This is an optimization exercise on Yosys and OpenROAD, whose aim is small area, not a production implementation. In this exercise RTL edits were held to simulation tests only and were not proved equivalent to the original.

<file path="flow/design.v">
`timescale 1ns / 1ps
module CPU(
    input clk,
    input rst_n,
    input [7:0] op,
    input [7:0] Data,
    input prog_done,
    output [7:0] pos,
    output [6:0] seg1,
    output [6:0] seg2
);
    wire rst = ~rst_n;
    wire set;
    wire clk_bps;
    keyfilter Setfilter(clk, rst, prog_done, set);
    clkDiv ClkDiv(clk, rst, clk_bps);
    reg [2:0] p;
    always @(posedge clk or posedge rst)
        if (rst) p <= 3'd0;
        else if (clk_bps) p <= p + 3'd1;
    assign pos = 8'b1 << p;
    reg [7:0] R0, R1, R2, R3;
    reg [3:0] PC;
    reg full;                        
    wire [3:0] opc = op[7:4];
    wire exec = set & ~opc[3] & (~opc[2] | (opc[1:0] == 2'b00));
    reg [7:0] rx, ry;
    always @* begin
        case (op[3:2]) 2'd0: rx = R0; 2'd1: rx = R1; 2'd2: rx = R2; default: rx = R3; endcase
        case (op[1:0]) 2'd0: ry = R0; 2'd1: ry = R1; 2'd2: ry = R2; default: ry = R3; endcase
    end
    wire sub = opc[0];
    wire [8:0] s;
    wire [8:0] ac;
    assign ac[0] = sub;
    genvar aj;
    generate
        for (aj = 0; aj < 8; aj = aj + 1) begin : g_add
            fa u_fa(.a(rx[aj]), .b(ry[aj] ^ sub), .c(ac[aj]), .s(s[aj]), .co(ac[aj+1]));
        end
    endgenerate
    assign s[8] = ac[8] ^ sub;
    wire [15:0] prod_n;
    wire [7:0] ms [0:7];             
    wire [7:0] mc [0:7];             
    wire [7:0] pp_n [0:7];
    genvar mi, mj;
    generate
        for (mi = 0; mi < 8; mi = mi + 1) begin : g_pp
            assign pp_n[mi] = ~(rx & {8{ry[mi]}});
        end
    endgenerate
    assign ms[0] = pp_n[0];
    assign prod_n[0] = ms[0][0];
    generate
        for (mj = 0; mj < 8; mj = mj + 1) begin : g_mrow1
            if (mj == 7) begin : g_top
                assign ms[1][7] = pp_n[1][7];
                assign mc[1][7] = 1'b1;
            end else begin : g_ha
                han u_ha(.a(ms[0][mj+1]), .b(pp_n[1][mj]), .s(ms[1][mj]), .co(mc[1][mj]));
            end
        end
        assign prod_n[1] = ms[1][0];
        for (mi = 2; mi < 8; mi = mi + 1) begin : g_mrow
            for (mj = 0; mj < 8; mj = mj + 1) begin : g_mcol
                if (mj == 7) begin : g_top
                    han u_ha(.a(pp_n[mi][7]), .b(mc[mi-1][7]), .s(ms[mi][7]), .co(mc[mi][7]));
                end else begin : g_fa
                    fa u_fa(.a(ms[mi-1][mj+1]), .b(pp_n[mi][mj]), .c(mc[mi-1][mj]),
                            .s(ms[mi][mj]), .co(mc[mi][mj]));
                end
            end
            assign prod_n[mi] = ms[mi][0];
        end
    endgenerate
    wire [7:0] mcc;
    generate
        for (mj = 0; mj < 8; mj = mj + 1) begin : g_mfin
            if (mj == 0) begin : g_ha
                han u_ha(.a(ms[7][1]), .b(mc[7][0]), .s(prod_n[8]), .co(mcc[0]));
            end else if (mj == 7) begin : g_top
                han u_ha(.a(mc[7][7]), .b(mcc[6]), .s(prod_n[15]), .co(mcc[7]));
            end else begin : g_fa
                fa u_fa(.a(ms[7][mj+1]), .b(mc[7][mj]), .c(mcc[mj-1]), .s(prod_n[8+mj]), .co(mcc[mj]));
            end
        end
    endgenerate
    wire [15:0] prod = ~prod_n;
    reg [15:0] wdata;
    always @* begin
        case (opc[2:0])
            3'd0: wdata = {8'd0, Data};
            3'd1: wdata = {8'd0, ry};
            3'd2: wdata = {7'd0, s};
            3'd3: wdata = {{7{s[8]}}, s};
            default: wdata = prod;
        endcase
    end
    wire wr_reg = exec & ~opc[2];
    always @(posedge clk or posedge rst)
        if (rst) begin
            R0 <= 8'd0; R1 <= 8'd0; R2 <= 8'd0; R3 <= 8'd0;
            PC <= 4'd0;
            full <= 1'b0;
        end else if (exec) begin
            PC <= PC + 4'd1;
            if (PC == 4'd15) full <= 1'b1;
            if (wr_reg) begin
                case (op[3:2])
                    2'd0: R0 <= wdata[7:0];
                    2'd1: R1 <= wdata[7:0];
                    2'd2: R2 <= wdata[7:0];
                    default: R3 <= wdata[7:0];
                endcase
            end
        end
    reg [15:0] dict [1:15];
    genvar k;
    generate
        for (k = 1; k < 16; k = k + 1) begin : g_dict
            always @(posedge clk)
                if (exec && PC == k - 1)
                    dict[k] <= wdata;
        end
    endgenerate
    wire [3:0] a = op[3:0];
    wire [15:1] sel;
    generate
        for (k = 1; k < 16; k = k + 1) begin : g_sel
            assign sel[k] = (a == k) & (full | (PC >= k));
        end
    endgenerate
    wire [15:0] v;
    genvar b;
    generate
        for (b = 0; b < 16; b = b + 1) begin : g_rd
            wire [4:0] y;
            for (k = 0; k < 5; k = k + 1) begin : g_grp
                rdsel3 u_sel(
                    .d({dict[3*k+3][b], dict[3*k+2][b], dict[3*k+1][b]}),
                    .s(sel[3*k+3:3*k+1]),
                    .y(y[k]));
            end
            rdnand5 u_or(.y(y), .v(v[b]));
        end
    endgenerate
    function [3:0] add3(input [3:0] i);
        case (i)
            4'd5: add3 = 4'd8;
            4'd6: add3 = 4'd9;
            4'd7: add3 = 4'd10;
            4'd8: add3 = 4'd11;
            4'd9: add3 = 4'd12;
            4'd10, 4'd11, 4'd12, 4'd13, 4'd14, 4'd15: add3 = 4'bxxxx;
            default: add3 = i;
        endcase
    endfunction
    function [19:0] bin2bcd(input [15:0] b);
        integer x, y;
        reg [35:0] t;
        begin
            t = {20'd0, b};
            for (x = 0; x < 16; x = x + 1) begin
                for (y = 0; y < 4; y = y + 1)
                    if (x >= 3 + 3*y + (y == 3))
                        t[16 + 4*y +: 4] = add3(t[16 + 4*y +: 4]);
                t = t << 1;
            end
            bin2bcd = t[35:16];
        end
    endfunction
    wire [19:0] bcd = bin2bcd(v);
    reg [3:0] dig;
    always @* begin
        case (p)
            3'd0: dig = bcd[3:0];
            3'd1: dig = bcd[7:4];
            3'd2: dig = bcd[11:8];
            3'd3: dig = bcd[15:12];
            3'd4: dig = bcd[19:16];
            3'd5: dig = (a >= 4'd10) ? a - 4'd10 : a;
            3'd6: dig = {3'd0, a >= 4'd10};
            default: dig = 4'd0;
        endcase
    end
    reg [3:0] num;
    always @(posedge clk or posedge rst)
        if (rst) num <= 4'd0;
        else num <= (opc == 4'b1111) ? dig : 4'd0;
    segMsg segMsg(clk, num, p[2], seg1, seg2);
endmodule
module rdsel3(
    input [2:0] d,
    input [2:0] s,
    output y
);
    assign y = ~((d[0] & s[0]) | (d[1] & s[1]) | (d[2] & s[2]));
endmodule
module rdnand5(
    input [4:0] y,
    output v
);
    assign v = ~&y;
endmodule
module fa(
    input a,
    input b,
    input c,
    output s,
    output co
);
    assign s = a ^ b ^ c;
    assign co = (a & b) | (a & c) | (b & c);
endmodule
module han(
    input a,
    input b,
    output s,
    output co
);
    xnor2m u_s(.a(a), .b(b), .y(s));
    or2m u_c(.a(a), .b(b), .y(co));
endmodule
module xnor2m(
    input a,
    input b,
    output y
);
    assign y = ~(a ^ b);
endmodule
module or2m(
    input a,
    input b,
    output y
);
    assign y = a | b;
endmodule
`timescale 1ns / 1ps
module keyfilter(
    input   wire  clk,
    input   wire  rst,
    input   wire  key_in,
    output  reg   key_flag
);
    reg [2:0] cnt_10ms;
    always @ (posedge clk or posedge rst) begin
        if(rst)
            cnt_10ms <= 3'd0;
        else if(!key_in)
            cnt_10ms <= 3'd0;
        else if(cnt_10ms != 3'd4)
            cnt_10ms <= cnt_10ms + 1'b1;
    end
    always @ (posedge clk or posedge rst) begin
        if(rst)
            key_flag <= 1'b0;
        else
            key_flag <= cnt_10ms == 3'd3;
    end
endmodule
`timescale 1ns / 1ps
module clkDiv (
    input  wire clk,
    input  wire rst,
    output wire clk_bps
);
    reg [3:0] cnt;
    always @(posedge clk)
        if (rst)
            cnt <= 4'd0;
        else if (cnt == 4'd10)
            cnt <= 4'd1;
        else
            cnt <= cnt + 4'd1;
    assign clk_bps = cnt == 4'd10;
endmodule
module segMsg(
    input clk,
    input [3:0] show,
    input hi,                
    output [6:0] seg1,
    output [6:0] seg2
);
    reg [3:0] d1, d2;
    always @(posedge clk) begin
        if (!hi) d1 <= show;
        else     d2 <= show;
    end
    segdec u_dec1(.d(d1), .seg(seg1));
    segdec u_dec2(.d(d2), .seg(seg2));
endmodule
module segdec(
    input [3:0] d,
    output reg [6:0] seg
);
    always @* begin
        case (d)
            4'd0: seg = 7'b0111111;
            4'd1: seg = 7'b0000110;
            4'd2: seg = 7'b1011011;
            4'd3: seg = 7'b1001111;
            4'd4: seg = 7'b1100110;
            4'd5: seg = 7'b1101101;
            4'd6: seg = 7'b1111101;
            4'd7: seg = 7'b0000111;
            4'd8: seg = 7'b1111111;
            4'd9: seg = 7'b1101111;
            default: seg = 7'bxxxxxxx;
        endcase
    end
endmodule
</file>
<file path="flow/flow/run.sh">
#!/bin/bash
# Own layout flow: the standard flow (standard.sh) with these changes:
#  - synthesis maps the logic with an area-oriented ABC script (flow/area.abc);
#    synth_recipe.tcl is otherwise unchanged, and registers are mapped before abc,
#    so they are the standard synthesis's registers;
#  - ports are buffered with the smallest buffer;
#  - clock tree: small clock buffers, larger sink clusters, no dummy loads.
# make's output goes to flow_make.log here; each tool's full log is under orfs/logs.
set -euo pipefail
W=$(pwd)
TARGET=${OWN_FLOW_TARGET:-finish}
{
  head -n 1 synth_recipe.tcl
  cat <<EOT
proc abc {args} {
  set i [lsearch -exact \$args -script]
  if { \$i >= 0 } { lset args [expr {\$i + 1}] $W/flow/area.abc }
  yosys abc {*}\$args
}
EOT
  tail -n +2 synth_recipe.tcl
} > own_synth.tcl
source flow/knobs.sh
bash standard.sh SYNTH_SCRIPT=$W/own_synth.tcl "${KNOBS[@]}" $TARGET > flow_make.log 2>&1
</file>
<file path="flow/flow/area.abc">
strash
dch
amap
strash
dch
amap
topo
stime -c
</file>
<file path="flow/flow/knobs.sh">
KNOBS=(
  "BUFFER_PORTS_ARGS=-buffer_cell sky130_fd_sc_hd__buf_1"
  "CTS_ARGS=-sink_clustering_enable -repair_clock_nets -dont_use_dummy_load -buf_list {sky130_fd_sc_hd__clkbuf_8} -sink_clustering_size 16 -sink_clustering_max_diameter 50"
)
</file>
<file path="flow/standard.sh">
#!/bin/bash
# synth_recipe.tcl (not shown) runs the flow's synth.tcl, then flattens the netlist and writes it again
# the make line also repeats each setting of config.mk as NAME=value (left out here)
make -C /OpenROAD-flow-scripts/flow DESIGN_CONFIG=/design/flow/config.mk WORK_HOME=/design/flow/orfs CLKGATE_MAP_FILE= SYNTH_SCRIPT=/design/flow/synth_recipe.tcl "${@:-finish}"
</file>
<file path="flow/config.mk">
export PLATFORM = sky130hd
export DESIGN_NAME = CPU
export DESIGN_NICKNAME = CPU
export VERILOG_FILES = /design/flow/design.v
export SDC_FILE = /design/flow/constraint.sdc
export NUM_CORES = 4
export LEC_CHECK = 0
export ABC_AREA = 1
export CAP_MARGIN = 20
export CORE_MARGIN = 2
export CORE_UTILIZATION = 40
export SLEW_MARGIN = 20
export SYNTH_HIERARCHICAL = 1
</file>
<file path="flow/constraint.sdc">
create_clock -name core_clock -period 150.0 [get_ports {clk}]
set_input_delay 30.0000 -clock core_clock [delete_from_list [all_inputs] [get_ports {clk}]]
set_output_delay 30.0000 -clock core_clock [all_outputs]
set_load 0.01 [all_outputs]
</file>
==> results of run 1 <==
## registers in the layout (all words and copies together), names as in the netlist, 4 cells and up
| signal | count |
|---|---|
| dict | 240 |
| R0 | 8 |
| R1 | 8 |
| R2 | 8 |
| R3 | 8 |
| ClkDiv.cnt | 4 |
| PC | 4 |
| num | 4 |
| segMsg.d1 | 4 |
| segMsg.d2 | 4 |
## cells in the final DEF, fill, tap and decap left out, types with 3 or more instances in the layout
| master | n |
|---|---|
| a222oi_1 | 83 |
| nand2_1 | 115 |
| edfxtp_1 | 248 |
| o221ai_1 | 9 |
| o21a_1 | 8 |
| buf_4 | 45 |
| a22oi_1 | 9 |
| nand3_1 | 22 |
| o21bai_1 | 4 |
| a31oi_1 | 5 |
| o31ai_1 | 3 |
| buf_1 | 39 |
| clkbuf_8 | 26 |
| a2111oi_0 | 3 |
| nor2b_1 | 7 |
| a211oi_2 | 4 |
| dfrtp_1 | 48 |
| o21ai_0 | 109 |
| dfxtp_1 | 4 |
| a21oi_1 | 44 |
| and3_1 | 7 |
| a211oi_1 | 5 |
| nor2_1 | 182 |
| nor3_1 | 6 |
| a221oi_1 | 9 |
| ha_1 | 28 |
| o32ai_1 | 10 |
| o22ai_1 | 46 |
| conb_1 | 3 |
| or2_0 | 23 |
| clkinv_1 | 159 |
| o211ai_1 | 4 |
| o32a_1 | 5 |
| nand3b_1 | 16 |
| nor3_2 | 9 |
| fa_1 | 56 |
## final cells by class
cell class | count | area (sq um)
diodes | 1 | 2.50
inverters | 159 | 597
repair buffers | 85 | 489
fillers | 3520 | 20700
clock buffers | 26 | 358
well taps | 511 | 639
multi-input cells | 859 | 5950
flip-flops and latches | 300 | 8730
## routing by layer
metal / vias up / part of all wire / GRT usage
met4: 0 / 0.017 / 0.0453
met3: 46 / 0.063 / 0.0242
li1: 5199 / - / -
met2: 318 / 0.47 / 0.319
met5: - / 0 / 0
met1: 5434 / 0.45 / 0.276
## worst paths after layout
kind | start | to | slack [ps] | cells past startpoint
worst max register to register | PC[1] | num[1] | 135970 | 63
worst max-delay path | op[1] | num[1] | 106970 | 62
min in group asynchronous | rst_n | p[1] | 29530 | 2
max in group asynchronous | rst_n | Setfilter.key_flag | 119840 | 4
worst min-delay path | num[0] | segMsg.d2[0] | 430 | 0
worst min register to register | num[0] | segMsg.d2[0] | 430 | 0
## metrics by stage
stage | area, sq um | std cells | hold WS, ps
5_1_grt | 16800 | 1940 | 447
3_5_place_dp | 16400 | 1914 | 441
6_report | 16800 | 1941 | 429
4_1_cts | 16800 | 1940 | 431
2_1_floorplan | 15200 | 1318 | 420
3_3_place_gp | 16400 | 1914 | 455
==> metrics.md, run 1 <==
| Metric | Value |
|---|---|
| Critical path type | `in -> reg` |
| Post-DR wirelength/cell | `19.7 um` |
| Post-Route Utilization | `0.447` |
| Detail Placement HPWL | `26.7 mm` |
| Core Area | `0.0375 sq mm` |
| Placer Congestion | `0.868` |
| Die area | `0.0395 sq mm` |
| Status | `timing/DRC/antenna clean` |
| Slew Viols, Final | `0` |
| Fmax | `23.2 MHz` |
| Ys Warns | `13` |
| Fraction of layout cells with a size suffix above 1 | `0.0644` |
| DRT iter0 DRCs | `1232` |
| GRT overflow | `0` |
| Clock transition at path regs | `70 ps` |
| Largest net degree at the start of global routing | `46` |
| Hold_buf cts | `0` |
| Vias/cell | `5.67` |
| Place WS | `106650 ps` |
| Worst-path maximum fanout | `16` |
| Max incr delay on CP | `600 ps` |
| Antenna violations before repair | `1` |
| CP delay by family, top | `compound AO/OA/AOI/OAI gates` |
| Max Root-Sink Buffers | `3` |
| CP most frequent cell | `nor2_1` |
| RSZ-0062 raised after global routing | `no` |
| Hold Path Class | `reg -> reg` |
| Fin. Hold Viols | `0` |
| Worst endpoint data arrival time | `43460 ps` |
| # Post-CTS Setup Buffers | `0` |
| Number of max-cap violations | `0` |
| CTS root buffer | `clkbuf_8` |
| CP Buf/Inv Count | `15` |
| DR vias | `11.0k` |
| Vias in the first global route | `10.6k` |
| Layout Nets | `1534` |
| Critical path startpoint category | `input port` |
| Post-detailed-routing wire length | `38.2 mm` |
| DRC | `0` |
| First-pass GRT wire length | `59.3 mm` |
| Worst slew pin tran | `1150 ps` |
| GRT Overall Usage | `0.194` |
| Period utilisation layout | `0.287` |
| First-pass DRT Iterations | `12` |
| DRT antenna net count | `0` |
| I/O pin cnt | `41` |
| Crit. End Element | `flip-flop` |
| CTS sink count | `300` |
| H-tree depth | `1` |
| Final setup fails | `0` |
| Clock skew | `57.7 ps` |
| IO buf count | `40` |
| Slowest CP cell | `o21ai_0` |
| Required time of the critical path | `150430 ps` |
| Sum Neg Setup Slack | `0 ps` |
| PostCTS Resize Cnt | `0` |
| CTS tree | `yes` |
| Synthesized area | `0.0152 sq mm` |
| Cells after synthesis | `1316` |
| Std cell rows | `71` |
| Rel. slew slack | `0.235` |
| Initial Util | `0.404` |
| Clk latency of the worst-skew pair | `570 ps` |
| Die X | `199 um` |
| Synthesis-to-layout area growth | `10.6%` |
| Final WS setup | `106970 ps` |
| Overall die height | `199 um` |
| TritonCTS buffer count | `26` |
| Min Clock Period, post-route | `43030 ps` |
| Syn Area/Cell | `11.5 sq um` |
==> run 2, diff against run 1 <==
--- a/flow/design.v
+++ b/flow/design.v
@@ -29,17 +29,12 @@
         case (op[3:2]) 2'd0: rx = R0; 2'd1: rx = R1; 2'd2: rx = R2; default: rx = R3; endcase
         case (op[1:0]) 2'd0: ry = R0; 2'd1: ry = R1; 2'd2: ry = R2; default: ry = R3; endcase
     end
-    wire sub = opc[0];
-    wire [8:0] s;
-    wire [8:0] ac;
-    assign ac[0] = sub;
-    genvar aj;
-    generate
-        for (aj = 0; aj < 8; aj = aj + 1) begin : g_add
-            fa u_fa(.a(rx[aj]), .b(ry[aj] ^ sub), .c(ac[aj]), .s(s[aj]), .co(ac[aj+1]));
-        end
-    endgenerate
-    assign s[8] = ac[8] ^ sub;
+    wire is_mul = opc[2];
+    wire is_sub = ~opc[2] & opc[1] & opc[0];
+    wire [7:0] my = {ry[7:1] & {7{is_mul}}, is_mul ? ry[0] : opc[1]};
+    wire [7:0] mz = is_mul ? 8'd0 :
+                    opc[1] ? (ry ^ {8{opc[0]}}) :
+                    opc[0] ? ry : Data;
     wire [15:0] prod_n;
     wire [7:0] ms [0:7];             
     wire [7:0] mc [0:7];             
@@ -47,16 +42,23 @@
     genvar mi, mj;
     generate
         for (mi = 0; mi < 8; mi = mi + 1) begin : g_pp
-            assign pp_n[mi] = ~(rx & {8{ry[mi]}});
+            if (mi == 1) begin : g_z
+                assign pp_n[1] = ~((rx & {8{my[1]}}) | {1'b0, mz[7:1]});
+            end else begin : g_p
+                assign pp_n[mi] = ~(rx & {8{my[mi]}});
+            end
         end
     endgenerate
+    wire k0_n;
+    fa u_bit0(.a(pp_n[0][0]), .b(~mz[0]), .c(~is_sub), .s(prod_n[0]), .co(k0_n));
     assign ms[0] = pp_n[0];
-    assign prod_n[0] = ms[0][0];
     generate
         for (mj = 0; mj < 8; mj = mj + 1) begin : g_mrow1
             if (mj == 7) begin : g_top
                 assign ms[1][7] = pp_n[1][7];
                 assign mc[1][7] = 1'b1;
+            end else if (mj == 0) begin : g_fa
+                fa u_fa(.a(ms[0][1]), .b(pp_n[1][0]), .c(k0_n), .s(ms[1][0]), .co(mc[1][0]));
             end else begin : g_ha
                 han u_ha(.a(ms[0][mj+1]), .b(pp_n[1][mj]), .s(ms[1][mj]), .co(mc[1][mj]));
             end
@@ -86,17 +88,8 @@
             end
         end
     endgenerate
-    wire [15:0] prod = ~prod_n;
-    reg [15:0] wdata;
-    always @* begin
-        case (opc[2:0])
-            3'd0: wdata = {8'd0, Data};
-            3'd1: wdata = {8'd0, ry};
-            3'd2: wdata = {7'd0, s};
-            3'd3: wdata = {{7{s[8]}}, s};
-            default: wdata = prod;
-        endcase
-    end
+    wire [15:0] mp = ~prod_n;
+    wire [15:0] wdata = {mp[15:9] | {7{is_sub & ~mp[8]}}, mp[8] ^ is_sub, mp[7:0]};
     wire wr_reg = exec & ~opc[2];
     always @(posedge clk or posedge rst)
         if (rst) begin
==> flow/flow/run.sh (replaced) <==
#!/bin/bash
# Own layout flow: the standard flow (standard.sh) with these changes:
#  - synthesis maps the logic with an area-oriented ABC script (flow/area.abc),
#    and looks for full adders only in the module fa (elsewhere extract_fa
#    turns random logic into half-adder cells plus inverters); synth_recipe.tcl
#    is otherwise unchanged, and registers are mapped before both steps, so they
#    are the standard synthesis's registers;
#  - ports are buffered with the smallest buffer;
#  - clock tree: small clock buffers, larger sink clusters, no dummy loads.
# make's output goes to flow_make.log here; each tool's full log is under orfs/logs.
set -euo pipefail
W=$(pwd)
TARGET=${OWN_FLOW_TARGET:-finish}
{
  head -n 1 synth_recipe.tcl
  cat <<EOT
proc abc {args} {
  set i [lsearch -exact \$args -script]
  if { \$i >= 0 } { lset args [expr {\$i + 1}] $W/flow/area.abc }
  yosys abc {*}\$args
}
proc extract_fa {args} { yosys extract_fa {*}\$args fa }
EOT
  tail -n +2 synth_recipe.tcl
} > own_synth.tcl
source flow/knobs.sh
bash standard.sh SYNTH_SCRIPT=$W/own_synth.tcl "${KNOBS[@]}" $TARGET > flow_make.log 2>&1
==> flow/flow/area.abc (replaced) <==
strash
dch
amap
strash
dch
amap
strash
dch
amap
topo
stime -c
==> metrics.md, run 2 <==
| Metric | Value |
|---|---|
| Placer Congestion | `0.922` |
| Final setup fails | `0` |
| Hold_buf cts | `0` |
| Number of max-cap violations | `0` |
| # Post-CTS Setup Buffers | `0` |
| IO buf count | `40` |
| Clock transition at path regs | `70 ps` |
| Layout Nets | `1444` |
| Vias in the first global route | `10.6k` |
| Cells after synthesis | `1263` |
| Required time of the critical path | `150430 ps` |
| Clk latency of the worst-skew pair | `570 ps` |
| Critical path type | `in -> reg` |
| GRT Overall Usage | `0.189` |
| Post-detailed-routing wire length | `36.0 mm` |
| Final WS setup | `106680 ps` |
| TritonCTS buffer count | `28` |
| Placed Cells incl. Taps | `1813` |
| CTS root buffer | `clkbuf_8` |
| Std cell rows | `70` |
| Die X | `196 um` |
| Final Instance Count excl. Fillers | `1841` |
| Fraction of layout cells with a size suffix above 1 | `0.0597` |
| Worst slew pin tran | `1070 ps` |
| CTS sink count | `300` |
| DRT antenna net count | `0` |
| Sum Neg Setup Slack | `0 ps` |
| Synthesized area | `0.0147 sq mm` |
| Most common cell after layout, fill and taps aside | `edfxtp_1` |
| Clock skew | `36.3 ps` |
| Detail Placement HPWL | `25.9 mm` |
| Fmax | `23.1 MHz` |
| H-tree depth | `1` |
| Overall die height | `196 um` |
| Synthesis-to-layout area growth | `10.2%` |
| DRC | `0` |
| Diodes inserted | `0` |
| Status | `timing/DRC/antenna clean` |
| Syn Area/Cell | `11.7 sq um` |
| Most frequent cells in the layout | `edfxtp_1, nor2_1, clkinv_1` |
| Area used by multi-input combinational logic | `0.00554 sq mm` |
| Largest net degree at the start of global routing | `53` |
| CTS tree | `yes` |
| Slowest CP cell | `o21ai_0` |
| Place WS | `106520 ps` |
| First-pass GRT wire length | `57.7 mm` |
| Post-Route Utilization | `0.445` |
| DRT iter0 DRCs | `961` |
| Slew Viols, Final | `0` |
| Antenna violations before repair | `0` |
| Ys Warns | `13` |
| Core Area | `0.0364 sq mm` |
| First-pass DRT Iterations | `7` |
| Critical path startpoint category | `input port` |
| Max incr delay on CP | `590 ps` |
| Number of flip-flops in the largest register | `240` |
| Worst endpoint data arrival time | `43750 ps` |
| Crit. End Element | `flip-flop` |
| # fillers | `3385` |
| Min Clock Period, post-route | `43320 ps` |
| Largest Register | `dict` |
| Vias/cell | `5.88` |
| DR vias | `10.8k` |
| Fin. Hold Viols | `0` |
| Die area | `0.0384 sq mm` |
| Rel. slew slack | `0.283` |
| Initial Util | `0.404` |
| Worst-path maximum fanout | `16` |
| GRT overflow | `0` |
| Sequential Area | `0.00873 sq mm` |
| Max Root-Sink Buffers | `3` |
| I/O pin cnt | `41` |
| Final hold slack | `453 ps` |
| Period utilisation layout | `0.289` |
| RSZ-0062 raised after global routing | `no` |
| Hold Path Class | `reg -> reg` |
| Post-DR wirelength/cell | `19.6 um` |
| PostCTS Resize Cnt | `0` |
## run 2: cell types whose count changed in the layout (fill, tap and decap cells not counted), sizes merged, moves of 17 or more
cell | before | now
clkinv | 159 | 142
or3 | 1 | 55
nor2 | 183 | 200
nand2 | 115 | 62
ha | 28 | 0
o21ai | 109 | 90
## run 2: worst paths after layout
path                              from               endpoint  slack [ps]  depth (start not counted)
worst max-delay path             op[3]                 num[3]      106680                         61
worst min-delay path            num[2]           segMsg.d1[2]         450                          0
worst max register to register   PC[3]                 num[3]      135880                         60
worst min register to register  num[2]           segMsg.d1[2]         450                          0
max in group asynchronous        rst_n  Setfilter.cnt_10ms[1]      119820                          4
min in group asynchronous        rst_n                   p[2]       29510                          2
## run 2: stage by stage
step,instance area [sq um]
final,16200
after global routing,16200
after CTS,16200
after detailed placement,15800
after global placement,15800
after floorplan,14700
## run 2: critical path: cells and delay by family
kind	cells	cell delay, ps
AOI/OAI and AO/OA	29	8640
buffers and inverters	14	2640
and+or+nand+nor	18	2450
## run 2: final cells by class
cell class / count / share of cell area
Tap cell: 468 / 0.0361
Sequential cell: 300 / 0.538
Multi-Input combinational cell: 823 / 0.341
Clock buffer: 28 / 0.0238
Timing Repair Buffer: 80 / 0.0278
Inverter: 142 / 0.0329
## run 2: layer usage
| layer | global-route usage | up-vias | wire, um |
|---|---|---|---|
| met5 | 0 | - | 0 |
| li1 | - | 5069 | - |
| met2 | 0.311 | 340 | 17000 |
| met3 | 0.0282 | 40 | 2280 |
| met4 | 0.0337 | 0 | 486 |
| met1 | 0.271 | 5368 | 16300 |
==> run 3, diff against run 2 <==
--- a/flow/design.v
+++ b/flow/design.v
@@ -36,8 +36,6 @@
                     opc[1] ? (ry ^ {8{opc[0]}}) :
                     opc[0] ? ry : Data;
     wire [15:0] prod_n;
-    wire [7:0] ms [0:7];             
-    wire [7:0] mc [0:7];             
     wire [7:0] pp_n [0:7];
     genvar mi, mj;
     generate
@@ -49,45 +47,82 @@
             end
         end
     endgenerate
-    wire k0_n;
-    fa u_bit0(.a(pp_n[0][0]), .b(~mz[0]), .c(~is_sub), .s(prod_n[0]), .co(k0_n));
-    assign ms[0] = pp_n[0];
-    generate
-        for (mj = 0; mj < 8; mj = mj + 1) begin : g_mrow1
-            if (mj == 7) begin : g_top
-                assign ms[1][7] = pp_n[1][7];
-                assign mc[1][7] = 1'b1;
-            end else if (mj == 0) begin : g_fa
-                fa u_fa(.a(ms[0][1]), .b(pp_n[1][0]), .c(k0_n), .s(ms[1][0]), .co(mc[1][0]));
-            end else begin : g_ha
-                han u_ha(.a(ms[0][mj+1]), .b(pp_n[1][mj]), .s(ms[1][mj]), .co(mc[1][mj]));
-            end
-        end
-        assign prod_n[1] = ms[1][0];
-        for (mi = 2; mi < 8; mi = mi + 1) begin : g_mrow
-            for (mj = 0; mj < 8; mj = mj + 1) begin : g_mcol
-                if (mj == 7) begin : g_top
-                    han u_ha(.a(pp_n[mi][7]), .b(mc[mi-1][7]), .s(ms[mi][7]), .co(mc[mi][7]));
-                end else begin : g_fa
-                    fa u_fa(.a(ms[mi-1][mj+1]), .b(pp_n[mi][mj]), .c(mc[mi-1][mj]),
-                            .s(ms[mi][mj]), .co(mc[mi][mj]));
-                end
-            end
-            assign prod_n[mi] = ms[mi][0];
-        end
-    endgenerate
-    wire [7:0] mcc;
-    generate
-        for (mj = 0; mj < 8; mj = mj + 1) begin : g_mfin
-            if (mj == 0) begin : g_ha
-                han u_ha(.a(ms[7][1]), .b(mc[7][0]), .s(prod_n[8]), .co(mcc[0]));
-            end else if (mj == 7) begin : g_top
-                han u_ha(.a(mc[7][7]), .b(mcc[6]), .s(prod_n[15]), .co(mcc[7]));
-            end else begin : g_fa
-                fa u_fa(.a(ms[7][mj+1]), .b(mc[7][mj]), .c(mcc[mj-1]), .s(prod_n[8+mj]), .co(mcc[mj]));
-            end
-        end
-    endgenerate
+    wire d_n1, d_n2, d_n3, d_n4, d_n5, d_n6, d_n7, d_n8, d_n9, d_n10, d_n11, d_n12, d_n13, d_n14, d_n15, d_n16, d_n17, d_n18, d_n19, d_n20, d_n21, d_n22, d_n23, d_n24, d_n25, d_n26, d_n27, d_n28, d_n29, d_n30, d_n31, d_n32, d_n33, d_n34, d_n35, d_n36, d_n37, d_n38, d_n39, d_n40, d_n41, d_n42, d_n43, d_n44, d_n45, d_n46, d_n47, d_n48, d_n49, d_n50, d_n51, d_n52, d_n53, d_n54, d_n55, d_n56, d_n57, d_n58, d_n59, d_n60, d_n61, d_n62, d_n63, d_n64, d_n65, d_n66, d_n67, d_n68, d_n69, d_n70, d_n71, d_n72, d_n73, d_n74, d_n75, d_n76, d_n77, d_n78, d_n79, d_n80, d_n81, d_n82, d_n83, d_n84, d_n85, d_n86, d_n87, d_n88, d_n89, d_n90, d_n91, d_n92, d_n93, d_n94, d_n95, d_n96, d_n97, d_n98, d_n99, d_n100, d_n101, d_n102, d_n103, d_n104, d_n105, d_n106, d_n107, d_n108, d_n109, d_n110, d_n111, d_n112, d_n113, d_n114;
+    wire d_w0_s, d_w0_c;
+    fa u_d0(.a(pp_n[0][0]), .b(~mz[0]), .c(~is_sub), .s(d_w0_s), .co(d_w0_c));
+    han u_d_n1(.a(pp_n[0][6]), .b(pp_n[1][5]), .s(d_n1), .co(d_n2));
+    fa u_d_n3(.a(pp_n[0][7]), .b(pp_n[1][6]), .c(pp_n[2][5]), .s(d_n3), .co(d_n4));
+    han u_d_n5(.a(pp_n[3][4]), .b(pp_n[4][3]), .s(d_n5), .co(d_n6));
+    fa u_d_n7(.a(pp_n[1][7]), .b(pp_n[2][6]), .c(pp_n[3][5]), .s(d_n7), .co(d_n8));
+    han u_d_n9(.a(pp_n[4][4]), .b(pp_n[5][3]), .s(d_n9), .co(d_n10));
+    fa u_d_n11(.a(pp_n[2][7]), .b(pp_n[3][6]), .c(pp_n[4][5]), .s(d_n11), .co(d_n12));
+    han u_d_n13(.a(pp_n[0][4]), .b(pp_n[1][3]), .s(d_n13), .co(d_n14));
+    fa u_d_n15(.a(pp_n[0][5]), .b(pp_n[1][4]), .c(pp_n[2][3]), .s(d_n15), .co(d_n16));
+    han u_d_n17(.a(pp_n[3][2]), .b(pp_n[4][1]), .s(d_n17), .co(d_n18));
+    fa u_d_n19(.a(d_n1), .b(pp_n[2][4]), .c(pp_n[3][3]), .s(d_n19), .co(d_n20));
+    fa u_d_n21(.a(pp_n[4][2]), .b(pp_n[5][1]), .c(pp_n[6][0]), .s(d_n21), .co(d_n22));
+    fa u_d_n23(.a(d_n3), .b(d_n5), .c(pp_n[5][2]), .s(d_n23), .co(d_n24));
+    fa u_d_n25(.a(pp_n[6][1]), .b(pp_n[7][0]), .c(d_n2), .s(d_n25), .co(d_n26));
+    fa u_d_n27(.a(d_n7), .b(d_n9), .c(pp_n[6][2]), .s(d_n27), .co(d_n28));
+    fa u_d_n29(.a(pp_n[7][1]), .b(d_n4), .c(d_n6), .s(d_n29), .co(d_n30));
+    fa u_d_n31(.a(d_n11), .b(pp_n[5][4]), .c(pp_n[6][3]), .s(d_n31), .co(d_n32));
+    fa u_d_n33(.a(pp_n[7][2]), .b(d_n8), .c(d_n10), .s(d_n33), .co(d_n34));
+    fa u_d_n35(.a(pp_n[3][7]), .b(pp_n[4][6]), .c(pp_n[5][5]), .s(d_n35), .co(d_n36));
+    fa u_d_n37(.a(pp_n[6][4]), .b(pp_n[7][3]), .c(d_n12), .s(d_n37), .co(d_n38));
+    fa u_d_n39(.a(pp_n[4][7]), .b(pp_n[5][6]), .c(pp_n[6][5]), .s(d_n39), .co(d_n40));
+    han u_d_n41(.a(pp_n[0][3]), .b(pp_n[1][2]), .s(d_n41), .co(d_n42));
+    fa u_d_n43(.a(d_n13), .b(pp_n[2][2]), .c(pp_n[3][1]), .s(d_n43), .co(d_n44));
+    fa u_d_n45(.a(d_n15), .b(d_n17), .c(pp_n[5][0]), .s(d_n45), .co(d_n46));
+    fa u_d_n47(.a(d_n19), .b(d_n21), .c(d_n16), .s(d_n47), .co(d_n48));
+    fa u_d_n49(.a(d_n23), .b(d_n25), .c(d_n20), .s(d_n49), .co(d_n50));
+    fa u_d_n51(.a(d_n27), .b(d_n29), .c(d_n24), .s(d_n51), .co(d_n52));
+    fa u_d_n53(.a(d_n31), .b(d_n33), .c(d_n28), .s(d_n53), .co(d_n54));
+    fa u_d_n55(.a(d_n35), .b(d_n37), .c(d_n32), .s(d_n55), .co(d_n56));
+    fa u_d_n57(.a(d_n39), .b(pp_n[7][4]), .c(d_n36), .s(d_n57), .co(d_n58));
+    fa u_d_n59(.a(pp_n[5][7]), .b(pp_n[6][6]), .c(pp_n[7][5]), .s(d_n59), .co(d_n60));
+    han u_d_n61(.a(pp_n[0][1]), .b(pp_n[1][0]), .s(d_n61), .co(d_n62));
+    fa u_d_n63(.a(pp_n[0][2]), .b(pp_n[1][1]), .c(pp_n[2][0]), .s(d_n63), .co(d_n64));
+    fa u_d_n65(.a(d_n41), .b(pp_n[2][1]), .c(pp_n[3][0]), .s(d_n65), .co(d_n66));
+    fa u_d_n67(.a(d_n43), .b(pp_n[4][0]), .c(d_n42), .s(d_n67), .co(d_n68));
+    fa u_d_n69(.a(d_n45), .b(d_n14), .c(d_n44), .s(d_n69), .co(d_n70));
+    fa u_d_n71(.a(d_n47), .b(d_n18), .c(d_n46), .s(d_n71), .co(d_n72));
+    fa u_d_n73(.a(d_n49), .b(d_n22), .c(d_n48), .s(d_n73), .co(d_n74));
+    fa u_d_n75(.a(d_n51), .b(d_n26), .c(d_n50), .s(d_n75), .co(d_n76));
+    fa u_d_n77(.a(d_n53), .b(d_n30), .c(d_n52), .s(d_n77), .co(d_n78));
+    fa u_d_n79(.a(d_n55), .b(d_n34), .c(d_n54), .s(d_n79), .co(d_n80));
+    fa u_d_n81(.a(d_n57), .b(d_n38), .c(d_n56), .s(d_n81), .co(d_n82));
+    fa u_d_n83(.a(d_n59), .b(d_n40), .c(d_n58), .s(d_n83), .co(d_n84));
+    fa u_d_n85(.a(pp_n[6][7]), .b(pp_n[7][6]), .c(d_n60), .s(d_n85), .co(d_n86));
+    han u_d_n87(.a(d_n61), .b(d_w0_c), .s(d_n87), .co(d_n88));
+    fa u_d_n89(.a(d_n63), .b(d_n62), .c(d_n88), .s(d_n89), .co(d_n90));
+    fa u_d_n91(.a(d_n65), .b(d_n64), .c(d_n90), .s(d_n91), .co(d_n92));
+    fa u_d_n93(.a(d_n67), .b(d_n66), .c(d_n92), .s(d_n93), .co(d_n94));
+    fa u_d_n95(.a(d_n69), .b(d_n68), .c(d_n94), .s(d_n95), .co(d_n96));
+    fa u_d_n97(.a(d_n71), .b(d_n70), .c(d_n96), .s(d_n97), .co(d_n98));
+    fa u_d_n99(.a(d_n73), .b(d_n72), .c(d_n98), .s(d_n99), .co(d_n100));
+    fa u_d_n101(.a(d_n75), .b(d_n74), .c(d_n100), .s(d_n101), .co(d_n102));
+    fa u_d_n103(.a(d_n77), .b(d_n76), .c(d_n102), .s(d_n103), .co(d_n104));
+    fa u_d_n105(.a(d_n79), .b(d_n78), .c(d_n104), .s(d_n105), .co(d_n106));
+    fa u_d_n107(.a(d_n81), .b(d_n80), .c(d_n106), .s(d_n107), .co(d_n108));
+    fa u_d_n109(.a(d_n83), .b(d_n82), .c(d_n108), .s(d_n109), .co(d_n110));
+    fa u_d_n111(.a(d_n85), .b(d_n84), .c(d_n110), .s(d_n111), .co(d_n112));
+    fa u_d_n113(.a(pp_n[7][7]), .b(d_n86), .c(d_n112), .s(d_n113), .co(d_n114));
+    assign prod_n[0] = d_w0_s;
+    assign prod_n[1] = d_n87;
+    assign prod_n[2] = d_n89;
+    assign prod_n[3] = d_n91;
+    assign prod_n[4] = d_n93;
+    assign prod_n[5] = d_n95;
+    assign prod_n[6] = d_n97;
+    assign prod_n[7] = d_n99;
+    assign prod_n[8] = d_n101;
+    assign prod_n[9] = d_n103;
+    assign prod_n[10] = d_n105;
+    assign prod_n[11] = d_n107;
+    assign prod_n[12] = d_n109;
+    assign prod_n[13] = d_n111;
+    assign prod_n[14] = d_n113;
+    assign prod_n[15] = d_n114;
     wire [15:0] mp = ~prod_n;
     wire [15:0] wdata = {mp[15:9] | {7{is_sub & ~mp[8]}}, mp[8] ^ is_sub, mp[7:0]};
     wire wr_reg = exec & ~opc[2];
==> metrics.md, run 3 <==
| Metric | Value |
|---|---|
| DRT iter0 DRCs | `1133` |
| DR vias | `10.7k` |
| Mux cell area share after synthesis | `0` |
| Worst slew pin tran | `1080 ps` |
| Status | `timing/DRC/antenna clean` |
| Yosys cell types | `38` |
| Worst endpoint data arrival time | `42780 ps` |
| Synthesized area | `0.0147 sq mm` |
| Largest family of logic cells by synthesized area | `compound AO/OA/AOI/OAI gates` |
| Xor-xnor portion of the synthesized cell area | `0` |
| Max Root-Sink Buffers | `3` |
| Initial Util | `0.403` |
| Area contributors post-synth | `edfxtp_1, dfrtp_1, fa_1` |
| Core Area | `0.0363 sq mm` |
| Largest net degree at the start of global routing | `53` |
| Top_reg_cell synth | `edfxtp_1` |
| Share of Yosys cell area claimed by the top area cell type | `0.508` |
| # fillers | `3340` |
| Worst-path maximum fanout | `16` |
| GRT overflow | `0` |
| GRT Overall Usage | `0.191` |
| Final hold slack | `460 ps` |
| Hold_sp | `num[2]` |
| Final Instance Count excl. Fillers | `1820` |
| RSZ-0062 raised after global routing | `no` |
| Slew Viols, Final | `0` |
| Hold_buf cts | `0` |
| Number of synthesized flops with an enable pin | `248` |
| Met3 Routed Length | `2.12 mm` |
| Critical path startpoint category | `input port` |
| # Post-CTS Setup Buffers | `0` |
| Fmax | `23.6 MHz` |
| PostCTS Resize Cnt | `0` |
| Post-detailed-routing wire length | `36.3 mm` |
| Uppermost layer routed | `met4` |
| Yosys reg bits | `300` |
| Std cell rows | `70` |
| Most common cell after layout, fill and taps aside | `edfxtp_1` |
| CTS root buffer | `clkbuf_8` |
| Diodes inserted | `0` |
| Critical Path Source | `op[3]` |
| Synthesis-to-layout area growth | `10.3%` |
| Min Clock Period, post-route | `42310 ps` |
| Number of flip-flops in the largest register | `240` |
| Cells after synthesis | `1245` |
| Clock skew | `44.3 ps` |
| IO buf count | `40` |
| Largest Register | `dict` |
| Detail Placement HPWL | `25.3 mm` |
| Area leader, netlist | `edfxtp_1` |
| DP Area | `0.0157 sq mm` |
| Metal2 WL | `17.3 mm` |
| Post-DR wirelength/cell | `19.9 um` |
| Count leader, synth | `edfxtp_1` |
| Asr flop ratio synth | `0.160` |
| Syn Area/Cell | `11.8 sq um` |
| TritonCTS buffer count | `28` |
| CTS tree | `yes` |
| Layout Nets | `1423` |
| Fraction of layout cells with a size suffix above 1 | `0.0607` |
| DRC | `0` |
| Simple-Gate Fraction of Synth Area | `0.126` |
| Adder-cell area share of the yosys netlist | `0.0683` |
| Placer Congestion | `0.898` |
| Max incr delay on CP | `550 ps` |
| Rel. slew slack | `0.275` |
| Sequential Area | `0.00873 sq mm` |
| H-tree depth | `1` |
| Seq/Total Area, Yosys | `0.596` |
| Final setup fails | `0` |
| DRT antenna net count | `0` |
| Post-Route M1 WL | `16.3 mm` |
| Ys Warns | `13` |
| First-pass GRT wire length | `57.9 mm` |
| Number of max-cap violations | `0` |
| Worst reg2reg startpoint | `PC[3]` |
| Critical path type | `in -> reg` |
| Area used by multi-input combinational logic | `0.00545 sq mm` |
| Compound-Gate Fraction of Synth Area | `0.173` |
| Clk latency of the worst-skew pair | `560 ps` |
| CP most frequent cell | `clkinv_1` |
| Slowest CP cell | `o21ai_0` |
| Overall die height | `195 um` |
| Fin. Hold Viols | `0` |
| Sum Neg Setup Slack | `0 ps` |
| Antenna violations before repair | `0` |
| Required time of the critical path | `150470 ps` |
| Crit. End Element | `flip-flop` |
| Clock transition at path regs | `80 ps` |
| Most frequent cells in the layout | `edfxtp_1, nor2_1, clkinv_1` |
| Vias/cell | `5.89` |
| Vias in the first global route | `10.6k` |
| I/O pin cnt | `41` |
| Placed Cells incl. Taps | `1791` |
| Die X | `195 um` |
| Final instance area | `0.0162 sq mm` |
| Die area | `0.0382 sq mm` |
| Synth top cells by count | `edfxtp_1, nor2_1, clkinv_1, a222oi_1, o21ai_0` |
| First-pass DRT Iterations | `7` |
| CTS sink count | `300` |
| Period utilisation layout | `0.282` |
| Hold Path Class | `reg -> reg` |
-- run 3: changes by cell type in the layout (fill, tap and decap cells not counted), sizes merged, moves of 5 or more --
| cell | previous run | this run |
|---|---|---|
| o21ai | 90 | 82 |
| nand2 | 62 | 54 |
| a21oi | 42 | 34 |
| or2 | 26 | 21 |
| o22ai | 49 | 59 |
-- run 3: layout make-up --
type | count | share of cell area
Clock buffer | 28 | 0.0238
Inverter | 146 | 0.0339
Multi-Input combinational cell | 799 | 0.337
Sequential cell | 300 | 0.540
Tap cell | 468 | 0.0362
Timing Repair Buffer | 79 | 0.0287
-- run 3: cell families after synthesis --
kind of cell / after synthesis
buffers and inverters: 146
AND/OR/NAND/NOR: 400
flip-flops: 300
adder cells (fa/ha/maj): 50
AO/OA/AOI/OAI: 349
-- run 3: critical path: cells and delay by family --
family          cells  cell delay [ps]
simple gates       16             2730
buf+inv            14             2590
compound gates     28             7410
-- run 3: per-layer routing --
metal,vias to the layer above,GRT usage
met5,-,0
met4,0,0.0416
met3,53,0.0214
met2,319,0.318
met1,5322,0.271
li1,5026,-
-- run 3: per-module statistics from Yosys (local to each module, per instance), excerpt --
module / flops+latches / cell area, sq um / copies in the design / cells inside
fa: 0 / 20.0 / 50 / 1
clkDiv: 4 / 139 / 1 / 17
xnor2m: 0 / 8.76 / 8 / 2
rdsel3: 0 / 10.0 / 80 / 1
CPU: 284 / 11800 / 1 / 987
or2m: 0 / 6.26 / 8 / 1
keyfilter: 4 / 144 / 1 / 14
rdnand5: 0 / 12.5 / 16 / 2
segdec: 0 / 78.8 / 2 / 16
segMsg: 8 / 244 / 1 / 9
-- run 3: final timing paths --
| check | slack (ps) | cells after the start | endpoint |
|---|---|---|---|
| max in group asynchronous | 119830 | 4 | Setfilter.cnt_10ms[0] |
| min | 460 | 0 | segMsg.d1[2] |
| max | 107690 | 58 | num[1] |
| min in group asynchronous | 29500 | 2 | p[0] |
| min reg2reg | 460 | 0 | segMsg.d1[2] |
| max reg2reg | 136830 | 59 | num[1] |
-- run 3: metrics by stage --
stage,util,setup slack [ps]
finish,0.445,107690
global route,0.445,106060
CTS,0.443,107810
floorplan,-,109250
global placement,0.433,107840
detailed placement,0.433,107200
==> run 4, diff against run 3 <==
==> flow/flow/area.abc (replaced) <==
strash
&get -n
&deepsyn -T 20
&put
dch
amap
strash
dch
amap
topo
stime -c
==> metrics.md, run 4 <==
| Metric | Value |
|---|---|
| Die area | `0.0374 sq mm` |
| First-pass GRT wire length | `56.3 mm` |
| Number of synthesized flops with an enable pin | `248` |
| DRC | `0` |
| Worst endpoint data arrival time | `41830 ps` |
| Area leader, netlist | `edfxtp_1` |
| Area contributors post-synth | `edfxtp_1, dfrtp_1, fa_1` |
| Sum Neg Setup Slack | `0 ps` |
| Rel. slew slack | `0.375` |
| Fmax | `24.2 MHz` |
| GRT overflow | `0` |
| Most common cell after layout, fill and taps aside | `edfxtp_1` |
| I/O pin cnt | `41` |
| DRT iter0 DRCs | `1208` |
| Levels on crit path | `63` |
| # Post-CTS Setup Buffers | `0` |
| Antenna violations before repair | `0` |
| Worst-path maximum fanout | `16` |
| First-pass DRT Iterations | `9` |
| Period utilisation layout | `0.276` |
| Seq/Total Area, Yosys | `0.608` |
| Crit. End Element | `flip-flop` |
| Vias in the first global route | `10.2k` |
| H-tree depth | `1` |
| TritonCTS buffer count | `27` |
| Number of max-cap violations | `0` |
| CP most frequent cell | `nor2_1` |
| Placer Congestion | `0.871` |
| CTS sink count | `300` |
| GRT Overall Usage | `0.190` |
| DRT antenna net count | `0` |
| Max incr delay on CP | `550 ps` |
| Layout Nets | `1387` |
| Vias/cell | `5.80` |
| Crit path capture | `num[3]` |
| Worst reg2reg startpoint | `PC[2]` |
| Critical Path Source | `op[1]` |
| Final hold slack | `445 ps` |
| Asr flop ratio synth | `0.160` |
| Clk latency of the worst-skew pair | `570 ps` |
| Hold_buf cts | `0` |
| Synthesis-to-layout area growth | `10.1%` |
| Initial Util | `0.405` |
| Required time of the critical path | `150420 ps` |
| Post-DR wirelength/cell | `20.2 um` |
| Fraction of layout cells with a size suffix above 1 | `0.0585` |
| CP delay by family, top | `compound AO/OA/AOI/OAI gates` |
| Min Clock Period, post-route | `41410 ps` |
| Top_reg_cell synth | `edfxtp_1` |
| Critical path startpoint category | `input port` |
| Syn Area/Cell | `11.9 sq um` |
| Die X | `193 um` |
| Synthesized area | `0.0144 sq mm` |
| Status | `timing/DRC/antenna clean` |
| Number of flip-flops in the largest register | `240` |
| CP Buf/Inv Count | `14` |
| Core Area | `0.0355 sq mm` |
| Reg2reg setup slack | `138150 ps` |
| Worst slew pin tran | `937 ps` |
| Largest Register | `dict` |
| Final setup fails | `0` |
| Ys Warns | `13` |
| Area used by multi-input combinational logic | `0.00518 sq mm` |
| Most frequent cells in the layout | `edfxtp_1, nor2_1, clkinv_1` |
| Slew Viols, Final | `0` |
| # fillers | `3272` |
| FF-to-FF path depth | `63` |
| CTS root buffer | `clkbuf_8` |
| Hold Path Class | `reg -> reg` |
| Post-detailed-routing wire length | `35.8 mm` |
| Largest net degree at the start of global routing | `51` |
| Sequential Area | `0.00873 sq mm` |
| DR vias | `10.3k` |
| Share of Yosys cell area claimed by the top area cell type | `0.519` |
| Diodes inserted | `0` |
| Yosys cell types | `35` |
| Overall die height | `193 um` |
| Clock transition at path regs | `70 ps` |
| PostCTS Resize Cnt | `0` |
| Detail Placement HPWL | `25.2 mm` |
| Slowest CP cell | `nand2_1` |
| Std cell rows | `69` |
| IO buf count | `40` |
| Clock skew | `56.5 ps` |
| Fin. Hold Viols | `0` |
| Synth top cells by count | `edfxtp_1, nor2_1, clkinv_1, o21ai_0, a222oi_1` |
| Yosys reg bits | `300` |
| RSZ-0062 raised after global routing | `no` |
| Max Root-Sink Buffers | `3` |
| Count leader, synth | `edfxtp_1` |
| CTS tree | `yes` |
| Cells after synthesis | `1206` |
| Critical path type | `in -> reg` |
| FF-to-FF End | `num[3]` |
[run 4: area by class of cell]
class / count / share of cell area
clock buffer: 27 / 0.0235
inverter: 128 / 0.0304
multi-input combinational: 778 / 0.328
timing repair buffer: 83 / 0.0297
tap: 461 / 0.0365
sequential: 300 / 0.552
[run 4: worst register-to-register path, delay by kind of cell, from the launching register on]
family / cells / cell delay [ps]
compound gates: 25 / 6260
buf+inv: 13 / 1850
flops: 1 / 450
simple gates: 25 / 3150
[run 4: kinds of logic (layout without fill, tap and decap cells)]
group	after synthesis	count (layout)	share of synthesized area
AOI/OAI and AO/OA	325	325	0.159
adders and majority gates	50	50	0.0697
buffers and inverters	128	238	0.0335
DFF	300	300	0.608
and+or+nand+nor	403	403	0.130
[run 4: metrics by stage]
stage	setup slack (ps)	area (sq um)	utilization	cells
floorplan	109260	14400	-	1206
detailed placement	108330	15400	0.435	1749
CTS	108880	15800	0.445	1776
finish	108590	15800	0.445	1777
global route	106810	15800	0.445	1777
global placement	108890	15400	0.435	1748
[run 4: per-layer routing]
metal,routed length (um),vias to the layer above,global-route usage
met5,0,-,0
met4,553,0,0.0396
met3,2500,40,0.0209
met2,17600,359,0.321
met1,15200,5066,0.265
li1,-,4843,-
[run 4: worst min path at each step]
stage          startpoint            to  slack, ps  depth (start not counted)
3_5_place_dp       num[0]  segMsg.d1[0]        430                          0
3_3_place_gp       num[0]  segMsg.d1[0]        430                          0
6_report           num[0]  segMsg.d1[0]        450                          0
5_1_grt            num[0]  segMsg.d1[0]        450                          0
4_1_cts            num[0]  segMsg.d1[0]        450                          0
2_1_floorplan      num[0]  segMsg.d1[0]        420                          0
[run 4: modules after synthesis (local to each module, per instance), excerpt]
module	cells	area [sq um]
segMsg	9	244
segdec	18	87.6
keyfilter	14	144
fa	1	20.0
xnor2m	2	8.76
rdnand5	2	12.5
rdsel3	1	10.0
or2m	1	6.26
CPU	945	11500
clkDiv	16	139
==> run 5, diff against run 4 <==
--- a/flow/design.v
+++ b/flow/design.v
@@ -173,45 +173,8 @@
             rdnand5 u_or(.y(y), .v(v[b]));
         end
     endgenerate
-    function [3:0] add3(input [3:0] i);
-        case (i)
-            4'd5: add3 = 4'd8;
-            4'd6: add3 = 4'd9;
-            4'd7: add3 = 4'd10;
-            4'd8: add3 = 4'd11;
-            4'd9: add3 = 4'd12;
-            4'd10, 4'd11, 4'd12, 4'd13, 4'd14, 4'd15: add3 = 4'bxxxx;
-            default: add3 = i;
-        endcase
-    endfunction
-    function [19:0] bin2bcd(input [15:0] b);
-        integer x, y;
-        reg [35:0] t;
-        begin
-            t = {20'd0, b};
-            for (x = 0; x < 16; x = x + 1) begin
-                for (y = 0; y < 4; y = y + 1)
-                    if (x >= 3 + 3*y + (y == 3))
-                        t[16 + 4*y +: 4] = add3(t[16 + 4*y +: 4]);
-                t = t << 1;
-            end
-            bin2bcd = t[35:16];
-        end
-    endfunction
-    wire [19:0] bcd = bin2bcd(v);
-    reg [3:0] dig;
-    always @* begin
-        case (p)
-            3'd0: dig = bcd[3:0];
-            3'd1: dig = bcd[7:4];
-            3'd2: dig = bcd[11:8];
-            3'd3: dig = bcd[15:12];
-            3'd4: dig = bcd[19:16];
-            3'd5: dig = (a >= 4'd10) ? a - 4'd10 : a;
-            3'd6: dig = {3'd0, a >= 4'd10};
-            default: dig = 4'd0;
-        endcase
-    end
+    wire [3:0] dig;
+    dispdig u_dd(.v(v), .p(p), .a(a), .dig(dig));
     reg [3:0] num;
     always @(posedge clk or posedge rst)
         if (rst) num <= 4'd0;
@@ -264,6 +227,51 @@
 );
     assign y = a | b;
 endmodule
+module dispdig(
+    input [15:0] v,
+    input [2:0] p,
+    input [3:0] a,
+    output reg [3:0] dig
+);
+    function [3:0] add3(input [3:0] i);
+        case (i)
+            4'd5: add3 = 4'd8;
+            4'd6: add3 = 4'd9;
+            4'd7: add3 = 4'd10;
+            4'd8: add3 = 4'd11;
+            4'd9: add3 = 4'd12;
+            4'd10, 4'd11, 4'd12, 4'd13, 4'd14, 4'd15: add3 = 4'bxxxx;
+            default: add3 = i;
+        endcase
+    endfunction
+    function [19:0] bin2bcd(input [15:0] b);
+        integer x, y;
+        reg [35:0] t;
+        begin
+            t = {20'd0, b};
+            for (x = 0; x < 16; x = x + 1) begin
+                for (y = 0; y < 4; y = y + 1)
+                    if (x >= 3 + 3*y + (y == 3))
+                        t[16 + 4*y +: 4] = add3(t[16 + 4*y +: 4]);
+                t = t << 1;
+            end
+            bin2bcd = t[35:16];
+        end
+    endfunction
+    wire [19:0] bcd = bin2bcd(v);
+    always @* begin
+        case (p)
+            3'd0: dig = bcd[3:0];
+            3'd1: dig = bcd[7:4];
+            3'd2: dig = bcd[11:8];
+            3'd3: dig = bcd[15:12];
+            3'd4: dig = bcd[19:16];
+            3'd5: dig = (a >= 4'd10) ? a - 4'd10 : a;
+            3'd6: dig = {3'd0, a >= 4'd10};
+            default: dig = 4'd0;
+        endcase
+    end
+endmodule
 `timescale 1ns / 1ps
 module keyfilter(
     input   wire  clk,
--- a/flow/flow/run.sh
+++ b/flow/flow/run.sh
@@ -1,6 +1,7 @@
 #!/bin/bash
 # Own layout flow: the standard flow (standard.sh) with these changes:
-#  - synthesis maps the logic with an area-oriented ABC script (flow/area.abc),
+#  - synthesis maps the logic with area-oriented ABC scripts: flow/deep.abc
+#    (a time-limited &deepsyn) for the top module and dispdig, flow/area.abc elsewhere,
 #    and looks for full adders only in the module fa (elsewhere extract_fa
 #    turns random logic into half-adder cells plus inverters); synth_recipe.tcl
 #    is otherwise unchanged, and registers are mapped before both steps, so they
@@ -16,8 +17,12 @@
   cat <<EOT
 proc abc {args} {
   set i [lsearch -exact \$args -script]
-  if { \$i >= 0 } { lset args [expr {\$i + 1}] $W/flow/area.abc }
-  yosys abc {*}\$args
+  if { \$i < 0 } { yosys abc {*}\$args; return }
+  set deep \$args
+  lset deep [expr {\$i + 1}] $W/flow/deep.abc
+  lset args [expr {\$i + 1}] $W/flow/area.abc
+  yosys abc {*}\$deep CPU dispdig
+  yosys abc {*}\$args CPU dispdig %u %n
 }
 proc extract_fa {args} { yosys extract_fa {*}\$args fa }
 EOT
==> flow/flow/area.abc (replaced) <==
strash
dch
amap
strash
dch
amap
strash
dch
amap
topo
stime -c
==> flow/flow/deep.abc (new file) <==
strash
&get -n
&deepsyn -T 60
&put
dch
amap
strash
dch
amap
topo
stime -c
==> metrics.md, run 5 <==
| Metric | Value |
|---|---|
| Worst hold path stage count | `0` |
| Largest Register | `dict` |
| Overall die height | `193 um` |
| Max Root-Sink Buffers | `3` |
| Placer Congestion | `0.879` |
| Max incr delay on CP | `630 ps` |
| Worst-path maximum fanout | `16` |
| Seq/Total Area, Yosys | `0.610` |
| CTS root buffer | `clkbuf_8` |
| Hold Path Class | `reg -> reg` |
| DRT iter0 DRCs | `976` |
| Clock transition at path regs | `80 ps` |
| Ys Warns | `14` |
| Synthesized area | `0.0143 sq mm` |
| Syn Area/Cell | `12.1 sq um` |
| Fraction of layout cells with a size suffix above 1 | `0.0541` |
| CP most frequent cell | `nor2_1` |
| Met3 Routed Length | `2.41 mm` |
| Number of max-cap violations | `0` |
| DRC | `0` |
| Metal2 WL | `17.1 mm` |
| Area leader, netlist | `edfxtp_1` |
| Post-detailed-routing wire length | `34.9 mm` |
| DRT antenna net count | `0` |
| Slew Viols, Final | `0` |
| Final hold slack | `439 ps` |
| Count leader, synth | `edfxtp_1` |
| Fmax | `24.6 MHz` |
| First-pass DRT Iterations | `8` |
| Largest net degree at the start of global routing | `46` |
| Sum Neg Setup Slack | `0 ps` |
| Std cell rows | `69` |
| Share of Yosys cell area claimed by the top area cell type | `0.521` |
| Synthesis-to-layout area growth | `9.82%` |
| Initial Util | `0.404` |
| RSZ-0062 raised after global routing | `no` |
| Top_reg_cell synth | `edfxtp_1` |
| Core Area | `0.0354 sq mm` |
| Area contributors post-synth | `edfxtp_1, dfrtp_1, fa_1` |
| TritonCTS buffer count | `27` |
| Yosys cell types | `37` |
| Yosys reg bits | `300` |
| Worst endpoint data arrival time | `41150 ps` |
| Vias in the first global route | `10.1k` |
| Antenna violations before repair | `0` |
| Diodes inserted | `0` |
| Number of synthesized flops with an enable pin | `248` |
| Post-Route M1 WL | `14.8 mm` |
| Die X | `193 um` |
| GRT overflow | `0` |
| Critical path type | `in -> reg` |
| Cells after synthesis | `1186` |
| Synth top cells by count | `edfxtp_1, nor2_1, clkinv_1, a222oi_1, o21ai_0` |
| Layout Nets | `1365` |
| Fin. Hold Viols | `0` |
| First-pass GRT wire length | `55.4 mm` |
| Clock skew | `36.1 ps` |
| Placed Cells incl. Taps | `1727` |
| Post-DR wirelength/cell | `19.9 um` |
| IO buf count | `40` |
| CTS sink count | `300` |
| Status | `timing/DRC/antenna clean` |
| Required time of the critical path | `150430 ps` |
| GRT Overall Usage | `0.192` |
| Most common cell after layout, fill and taps aside | `edfxtp_1` |
| Uppermost layer routed | `met4` |
| Slowest CP cell | `o21ai_0` |
| Final Instance Count excl. Fillers | `1755` |
| Period utilisation layout | `0.271` |
| Detail Placement HPWL | `23.9 mm` |
| Vias/cell | `5.76` |
| DR vias | `10.1k` |
| Clk latency of the worst-skew pair | `570 ps` |
| FF-to-FF path depth | `58` |
| # Post-CTS Setup Buffers | `0` |
| Hold_buf cts | `0` |
| PostCTS Resize Cnt | `0` |
| Number of flip-flops in the largest register | `240` |
| Final setup fails | `0` |
| Asr flop ratio synth | `0.160` |
| Critical path startpoint category | `input port` |
| # fillers | `3251` |
| Rel. slew slack | `0.256` |
| I/O pin cnt | `41` |
| Crit. End Element | `flip-flop` |
| Min Clock Period, post-route | `40720 ps` |
| Worst slew pin tran | `1120 ps` |
| Most frequent cells in the layout | `edfxtp_1, nor2_1, clkinv_1` |
| H-tree depth | `1` |
| CTS tree | `yes` |
| Die area | `0.0373 sq mm` |
==> run 5: area by class of cell <==
cell class / instances / area [sq um] / share of cell area
Tap cell: 461 / 577 / 0.0367
Sequential cell: 300 / 8730 / 0.556
Multi-Input combinational cell: 759 / 5100 / 0.325
Inverter: 127 / 477 / 0.0303
Timing Repair Buffer: 81 / 452 / 0.0288
Clock buffer: 27 / 372 / 0.0237
==> run 5: per-layer routing <==
layer  vias up  GRT usage
li1       4766          -
met1      5013      0.250
met2       276      0.328
met3        49     0.0429
met4         0     0.0437
met5         -          0
==> run 5: path summary, 6_finish.rpt <==
kind	start	end	slack, ps
setup / recovery	op[3]	num[0]	109280
hold / removal	num[2]	segMsg.d2[2]	440
setup reg to reg	full	num[0]	138630
hold reg to reg	num[2]	segMsg.d2[2]	440
max in group asynchronous	rst_n	Setfilter.cnt_10ms[1]	119840
min in group asynchronous	rst_n	num[0]	29520
==> run 5: kinds of logic after synthesis <==
family / synth area share
AOI/OAI and AO/OA: 0.160
adders and majority gates: 0.0700
buffers and inverters: 0.0333
DFF: 0.610
and+or+nand+nor: 0.126
==> run 5: Yosys stat by module, one instance, submodules excluded, excerpt <==
| module | cell area [sq um] | times used |
|---|---|---|
| clkDiv | 140 | 1 |
| CPU | 10000 | 1 |
| xnor2m | 8.76 | 8 |
| rdsel3 | 10.0 | 80 |
| or2m | 6.26 | 8 |
| dispdig | 1480 | 1 |
==> run 5: through the flow <==
step	cell area [sq um]	utilization	worst slack, ps
after floorplan	14300	-	110730
after detailed placement	15300	0.433	108770
after global placement	15300	0.433	109110
after global routing	15700	0.444	107750
after CTS	15700	0.444	109320
final	15700	0.444	109280
==> run 5: critical path: cells and delay by family <==
family | cells | cell delay, ps
buf+inv | 8 | 1490
compound gates | 27 | 5830
simple gates | 23 | 3790

[separate check: timing with driven ports]
In the flow no input, the clock included, has a driving cell. The finished layouts below were timed again as built, in two steps. Step 1, drivers: a clkbuf_16 drives clk and a buf_2 each remaining input, both assumed. Step 2 also shifts input and output timing later by t, the mid clock arrival at the registers, as if the neighbouring blocks saw the same clock. Slacks: no drivers / after step 1 / after step 2; pairs: no drivers / after step 1.
run	t (ns)	setup slack, ns	latest minus earliest clock arrival (ns)
run 1	0.585	106.967 / 106.985 / 106.400	0.058 / 0.057
run 2	0.601	106.684 / 106.700 / 106.099	0.051 / 0.051
run 3	0.589	107.694 / 107.706 / 107.117	0.054 / 0.054
run 4	0.592	108.593 / 108.613 / 108.021	0.065 / 0.065
run 5	0.594	109.278 / 109.303 / 108.709	0.036 / 0.036
After both steps every run listed still meets setup and hold. For run 2, which loses most, drivers alone change the setup slack by +0.016 ns; drivers and shift together by -0.585 ns.
